Context: an optimization exercise on an open-source flow, tuned for small area. The choices shown serve that exercise and are no tape-out recipe.
Only simulation tests tie the RTL to the original design; equivalence was not proved.
Power figures rest on the tool's default switching activity, not on a simulated workload.

== build 74 ==
==> flow/design.v (excerpt) <==
module 	control_divergence_stack	#(parameter STACK_DEPTH=8, LOG2_STACK_DEPTH=3, STACK_WIDTH=72, PC_WIDTH=32)
					(
					clk,
					rst_n,
					is_branch,
					data_in_1,
					data_in_2,
					new_reconv_PC,
					fetch_PC,
					stack_full,
					stack_empty,
					sm_busy,
					data_out,
					data_vld
					);
input 	clk;
input	rst_n;
input 	is_branch;
input	[STACK_WIDTH-1:0] data_in_1;
input	[STACK_WIDTH-1:0] data_in_2;
input	[PC_WIDTH-1:0]	  new_reconv_PC;
input	[PC_WIDTH-1:0]	  fetch_PC;
output	stack_full;
output	stack_empty;
output	sm_busy;
output	[STACK_WIDTH-1:0] data_out;
output	data_vld;
reg	busy, vld, st_a;
reg	[LOG2_STACK_DEPTH-1:0] top;
reg	full;
reg	[PC_WIDTH-1:0] nrpc_q;
wire	[STACK_WIDTH-1:0] rd;
wire	idle      = !busy;
wire	empty     = (top == 3'd0) && !full;
wire	st_save   = busy & !st_a;		 
wire	st_pop    = busy & vld & st_a;
wire	[PC_WIDTH-1:0] R = st_a ? rd[63:32] : rd[PC_WIDTH-1:0];
wire	match     = (fetch_PC == R) && !empty;
wire	br        = idle & is_branch;
wire	do_pop    = idle & !is_branch & match;
wire	inc       = br | st_save;
wire	dec       = do_pop;
wire	[LOG2_STACK_DEPTH-1:0] top_p1 = top + 3'd1;
wire	[LOG2_STACK_DEPTH-1:0] top_m1 = top - 3'd1;
wire	[LOG2_STACK_DEPTH-1:0] ridx   = busy ? (st_pop ? top : top - 3'd2) :
					(st_a ? top_m1 : top - 3'd3);
always @(posedge clk)
begin
	if (!rst_n)
	begin
		busy <= 1'b0;
		vld  <= 1'b0;
		st_a <= 1'b0;
		top  <= 3'd0;
		full <= 1'b0;
	end
	else
	begin
		busy <= br | do_pop | (st_save & vld);
		vld  <= (br & !empty) | do_pop;
		st_a <= busy ? vld : (do_pop | (st_a & !is_branch));
		if (inc)
			top <= top_p1;
		else if (dec)
			top <= top_m1;
		if (inc && top == 3'd7)
			full <= 1'b1;
		else if (dec && top == 3'd0)
			full <= 1'b0;
	end
end
always @(posedge clk)
	nrpc_q <= new_reconv_PC;
wire	[STACK_WIDTH-1:0] din_e = top[0] ? data_in_2 : data_in_1;
wire	[STACK_WIDTH-1:0] din_o = top[0] ? data_in_1 : data_in_2;
wire	[STACK_WIDTH-1:0] bus_e = {din_e[STACK_WIDTH-1:PC_WIDTH], busy ? nrpc_q : din_e[PC_WIDTH-1:0]};
wire	[STACK_WIDTH-1:0] bus_o = {din_o[STACK_WIDTH-1:PC_WIDTH], busy ? nrpc_q : din_o[PC_WIDTH-1:0]};
wire	[STACK_DEPTH-1:0] sel_t   = 8'd1 << top;
wire	[STACK_DEPTH-1:0] sel_t1  = 8'd1 << top_p1;
wire	[STACK_DEPTH-1:0] rsel    = 8'd1 << ridx;
  ...
clock: 7.0 ns
lec_check: 0
cap_margin: 20
core_margin: 2
core_utilization: 35
slew_margin: 20
standard.sh (not shown) runs the stock make flow with config.mk's settings and CLKGATE_MAP_FILE= SYNTH_SCRIPT=/design/flow/synth_recipe.tcl, a recipe that flattens the netlist after the stock synthesis.
==> flow/flow/run.sh <==
#!/bin/bash
# The standard layout (standard.sh), with:
#  - the combinational mapping done by an area-oriented abc script,
#  - port buffers of the smallest buffer cell,
#  - a clock tree of clkbuf_4/clkbuf_8 without dummy loads.
set -euo pipefail
here=$(pwd)
export MY_ABC_SCRIPT=$here/flow/area.abc
export BUFFER_PORTS_ARGS="-buffer_cell sky130_fd_sc_hd__buf_1"
export CTS_ARGS="-sink_clustering_enable -repair_clock_nets -dont_use_dummy_load -buf_list {sky130_fd_sc_hd__clkbuf_4 sky130_fd_sc_hd__clkbuf_8} -sink_clustering_buffer sky130_fd_sc_hd__clkbuf_16 -sink_clustering_size 30 -sink_clustering_max_diameter 80"
sed "s|SYNTH_SCRIPT=[^ ]*|SYNTH_SCRIPT=$here/flow/synth.tcl|" standard.sh > my_standard.sh
grep -q "SYNTH_SCRIPT=$here/flow/synth.tcl" my_standard.sh
bash my_standard.sh > flow.log 2>&1
==> flow/flow/area.abc <==
strash
dc2
&get -n
&dch -f
&nf -R 1000 -p
&put
strash
&get -n
&dch -f
&nf -R 1000 -p
&put
topo
==> flow/flow/synth.tcl <==
# The standard synthesis (synth_recipe.tcl), with only the abc script
# of the combinational mapping replaced by flow/area.abc
proc synth {args} { yosys synth -nofsm -noshare {*}$args }
proc abc {args} {
  set i [lsearch -exact $args -script]
  if {$i >= 0} { lset args [expr {$i + 1}] $::env(MY_ABC_SCRIPT) }
  yosys abc {*}$args
}
source $::env(SCRIPTS_DIR)/synth.tcl
# left out here: clear keep_hierarchy, flatten, clean up, hide names made inside functions, write 1_2_yosys.v
[inputs] build 11 vs build 74
==> flow/flow/run.sh <==
#!/bin/bash
# The standard layout (standard.sh), with:
#  - the combinational mapping done by an area-oriented abc script,
#  - port buffers of the smallest buffer cell,
#  - a clock tree of clkbuf_4/clkbuf_8 without dummy loads.
set -euo pipefail
here=$(pwd)
export MY_ABC_SCRIPT=$here/flow/area.abc
export RECOVER_POWER=100
export BUFFER_PORTS_ARGS="-buffer_cell sky130_fd_sc_hd__buf_1"
export CTS_ARGS="-sink_clustering_enable -repair_clock_nets -dont_use_dummy_load -buf_list {sky130_fd_sc_hd__clkbuf_8 sky130_fd_sc_hd__clkbuf_16} -sink_clustering_size 30 -sink_clustering_max_diameter 80"
sed "s|SYNTH_SCRIPT=[^ ]*|SYNTH_SCRIPT=$here/flow/synth.tcl|" standard.sh > my_standard.sh
grep -q "SYNTH_SCRIPT=$here/flow/synth.tcl" my_standard.sh
bash my_standard.sh > flow.log 2>&1
-- flow/config.mk --
<<< build 74, line 9
export CORE_MARGIN = 2
export CORE_UTILIZATION = 35
export SLEW_MARGIN = 20
>>> build 11, line 9
export CORE_MARGIN = 2
export CORE_UTILIZATION = 30
export SLEW_MARGIN = 20
==> comparison <==
Layout checks on build 11: not met. Flow itself completed; violations: max-capacitance violations, max-slew violations. Utilization (lower): build 11. Relative to build 74, the internal power consumption of build 11 is higher by about 1.1%. Power, build 11 and build 74: larger value in build 11. Against build 74, build 11 reports a initial standard-cell utilization of the core that is lower. Going from build 74 to build 11, post-synthesis instance area did not really move; global-route usage dropped 2.8 points; clock latency reported for the late side of the worst-skew pair now sits lower; clock period minus worst slack increased by 140 ps relative to the old numbers.
Input changes introduced in build 44 (baseline for comparison: build 11):
==> flow/flow/run.sh <==
#!/bin/bash
# The standard layout (standard.sh), with:
#  - the combinational mapping done by an area-oriented abc script,
#  - port buffers of the smallest buffer cell,
#  - a clock tree of clkbuf_4/clkbuf_8 without dummy loads.
set -euo pipefail
here=$(pwd)
export MY_ABC_SCRIPT=$here/flow/area.abc
export DONT_USE_CELLS="sky130_fd_sc_hd__buf_6 sky130_fd_sc_hd__buf_8 sky130_fd_sc_hd__buf_12 sky130_fd_sc_hd__buf_16"
export BUFFER_PORTS_ARGS="-buffer_cell sky130_fd_sc_hd__buf_1"
export CTS_ARGS="-sink_clustering_enable -repair_clock_nets -dont_use_dummy_load -buf_list {sky130_fd_sc_hd__clkbuf_4 sky130_fd_sc_hd__clkbuf_8} -sink_clustering_buffer sky130_fd_sc_hd__clkbuf_16 -sink_clustering_size 30 -sink_clustering_max_diameter 80"
sed "s|SYNTH_SCRIPT=[^ ]*|SYNTH_SCRIPT=$here/flow/synth.tcl|" standard.sh > my_standard.sh
grep -q "SYNTH_SCRIPT=$here/flow/synth.tcl" my_standard.sh
bash my_standard.sh > flow.log 2>&1
-- flow/config.mk --
<<< build 11, line 9
export CORE_MARGIN = 2
export CORE_UTILIZATION = 30
export SLEW_MARGIN = 20
>>> build 44, line 9
export CORE_MARGIN = 2
export CORE_UTILIZATION = 35
export SLEW_MARGIN = 20
Notes after the runs:
Sort build 44 and build 11 by worst-case setup slack after placement desc -> top: build 11
Out of build 44 and build 11, the only run to close with the timing, DRC and antenna checks passing was build 44.
Depth of the most critical reg-to-reg path (build 44 over build 11): decrease, 2
Smallest setup slack after layout, build 44 and build 11: higher on build 44
Changes in build 52 relative to build 44:
==> flow/flow/run.sh <==
#!/bin/bash
# The standard layout (standard.sh), with:
#  - the combinational mapping done by an area-oriented abc script,
#  - port buffers of the smallest buffer cell,
#  - a clock tree of clkbuf_4/clkbuf_8 without dummy loads.
set -euo pipefail
here=$(pwd)
export MY_ABC_SCRIPT=$here/flow/area.abc
export BUFFER_PORTS_ARGS="-buffer_cell sky130_fd_sc_hd__buf_1"
export CTS_ARGS="-sink_clustering_enable -repair_clock_nets -dont_use_dummy_load -buf_list {sky130_fd_sc_hd__clkbuf_8 sky130_fd_sc_hd__clkbuf_16} -sink_clustering_size 30 -sink_clustering_max_diameter 80"
sed "s|SYNTH_SCRIPT=[^ ]*|SYNTH_SCRIPT=$here/flow/synth.tcl|" standard.sh > my_standard.sh
grep -q "SYNTH_SCRIPT=$here/flow/synth.tcl" my_standard.sh
bash my_standard.sh > flow.log 2>&1
-- flow/config.mk --
<<< build 44, line 9
export CORE_MARGIN = 2
export CORE_UTILIZATION = 35
export SLEW_MARGIN = 20
>>> build 52, line 9
export CORE_MARGIN = 2
export CORE_UTILIZATION = 30
export SLEW_MARGIN = 20
Results
Cell area ends up lower on build 44. Proportion of layout cells with a drive suffix above 1: build 52 vs build 44, no meaningful difference. Between build 44 and build 52, count of cells along the worst register-to-register path increased. Build 52 against build 44: worst path setup slack after routing went up by 120 ps, delay contributed by the slowest stage of the critical path higher.
The following lists how build 15 was set up differently from build 52:
-- flow/config.mk --
<<< build 52, line 10
export CORE_UTILIZATION = 30
export SLEW_MARGIN = 20
>>> build 15, line 10
export CORE_UTILIZATION = 30
export GPL_ROUTABILITY_DRIVEN = 0
export GPL_TIMING_DRIVEN = 0
export SLEW_MARGIN = 20
Results
Between build 52 and build 15, the clock tree cell share of total cell area figures differ only marginally.
Build 15 against build 52: final total power increased by 2.8% relative to the old numbers; post-route worst setup slack decreased by 830 ps relative to the old numbers; final-layout worst hold slack decreased by 8.0 ps relative to the old numbers; sequential share of cell area decreased by 2.8 points relative to the old numbers.
Diff build 52 -> build 15: TritonCTS buffer count went up 3.4%; final critical path time including I/O delays and setup went up 830 ps; clock group share of total power went down 0.3 points.
Part of the total power dissipated in combinational logic, build 52 and build 15: higher on build 15
~same total wire length after detailed routing in build 52 and build 15
For build 68, these inputs were changed with respect to build 15:
-- flow/flow/run.sh --
<<< build 15, line 9
export BUFFER_PORTS_ARGS="-buffer_cell sky130_fd_sc_hd__buf_1"
export CTS_ARGS="-sink_clustering_enable -repair_clock_nets -dont_use_dummy_load -buf_list {sky130_fd_sc_hd__clkbuf_8 sky130_fd_sc_hd__clkbuf_16} -sink_clustering_size 30 -sink_clustering_max_diameter 80"
sed "s|SYNTH_SCRIPT=[^ ]*|SYNTH_SCRIPT=$here/flow/synth.tcl|" standard.sh > my_standard.sh
>>> build 68, line 9
export BUFFER_PORTS_ARGS="-buffer_cell sky130_fd_sc_hd__buf_1"
export CTS_ARGS="-sink_clustering_enable -repair_clock_nets -dont_use_dummy_load -buf_list {sky130_fd_sc_hd__clkbuf_4 sky130_fd_sc_hd__clkbuf_8} -sink_clustering_buffer sky130_fd_sc_hd__clkbuf_16 -sink_clustering_size 30 -sink_clustering_max_diameter 80"
sed "s|SYNTH_SCRIPT=[^ ]*|SYNTH_SCRIPT=$here/flow/synth.tcl|" standard.sh > my_standard.sh
-- flow/flow/area.abc --
<<< build 15, line 8
&get -n
&dch -f
&nf -R 1000 -p
>>> build 68, line 8
&get -n
&dch
&nf -R 1000 -p
-- flow/config.mk --
<<< build 15, line 9
export CORE_MARGIN = 2
export CORE_UTILIZATION = 30
export GPL_ROUTABILITY_DRIVEN = 0
export GPL_TIMING_DRIVEN = 0
export SLEW_MARGIN = 20
>>> build 68, line 9
export CORE_MARGIN = 2
export CORE_UTILIZATION = 35
export GPL_ROUTABILITY_DRIVEN = 0
export SLEW_MARGIN = 20
==> comparison <==
- What build 15 reported for largest net degree at the start of global routing has to be multiplied by 1.2 to get the figure for build 68.
- Build 68 vs build 15: number of clock buffers inserted by TritonCTS down in build 68
- The launching instance or port of the critical path comes out top[2]$_SDFFE_PN0P_ in one run and top[0]$_SDFFE_PN0P_ in the other, namely in build 68 and build 15 respectively.
- Changes observed in build 68 relative to build 15: design area -5.9%; power spent charging and discharging nets dropped about 4.5%; fmax increased by about 13% relative to the old numbers; power dropped about 4.6%.
- Number of cells on the worst reg-to-reg path, build 68 and build 15, lower one = build 68.
- The flip-flop and latch share of the layout cell area in build 68 was higher than what build 15 gave.
- On sequential cell count, build 68 tracks build 15 almost exactly.

-- afterwards: timing with drivers on the ports --
The flow's constraints put no driver on any port. The routed layouts listed below were extracted and timed again, unchanged, in two steps. Step 1 (the two cells are an assumption about what drives the block):
set clk [get_ports {clk}]
set_driving_cell -lib_cell sky130_fd_sc_hd__clkbuf_16 $clk
set_driving_cell -lib_cell sky130_fd_sc_hd__buf_2 [delete_from_list [all_inputs] $clk]
Step 2 adds t to the input delays and takes it off the output delays; t is the mean of the earliest and latest rising clock arrival at the registers after step 1. Input paths then give back, and output paths get back, about the clock's delay inside the block. Slacks: ideal / step 1 / step 2; pairs: ideal / step 1.
run | t (ns) | setup WS [ns] | worst setup path at the end | clock arrival spread, ns | worst register clock-pin slew, ns
build 74 | 0.765 | 0.973 / 0.917 / 0.978 | register to register | 0.107 / 0.106 | 0.11 / 0.11
build 11 | 0.655 | 0.831 / 0.771 / 0.958 | register to register | 0.065 / 0.065 | 0.11 / 0.11
build 44 | 0.765 | 0.973 / 0.917 / 0.978 | register to register | 0.107 / 0.106 | 0.11 / 0.11
build 52 | 0.654 | 1.089 / 1.029 / 1.224 | register to register | 0.067 / 0.067 | 0.11 / 0.11
build 15 | 0.661 | 0.262 / 0.262 / 0.262 | register to register | 0.087 / 0.087 | 0.11 / 0.11
build 68 | 0.763 | 1.045 / 0.986 / 1.121 | register to register | 0.052 / 0.052 | 0.11 / 0.11
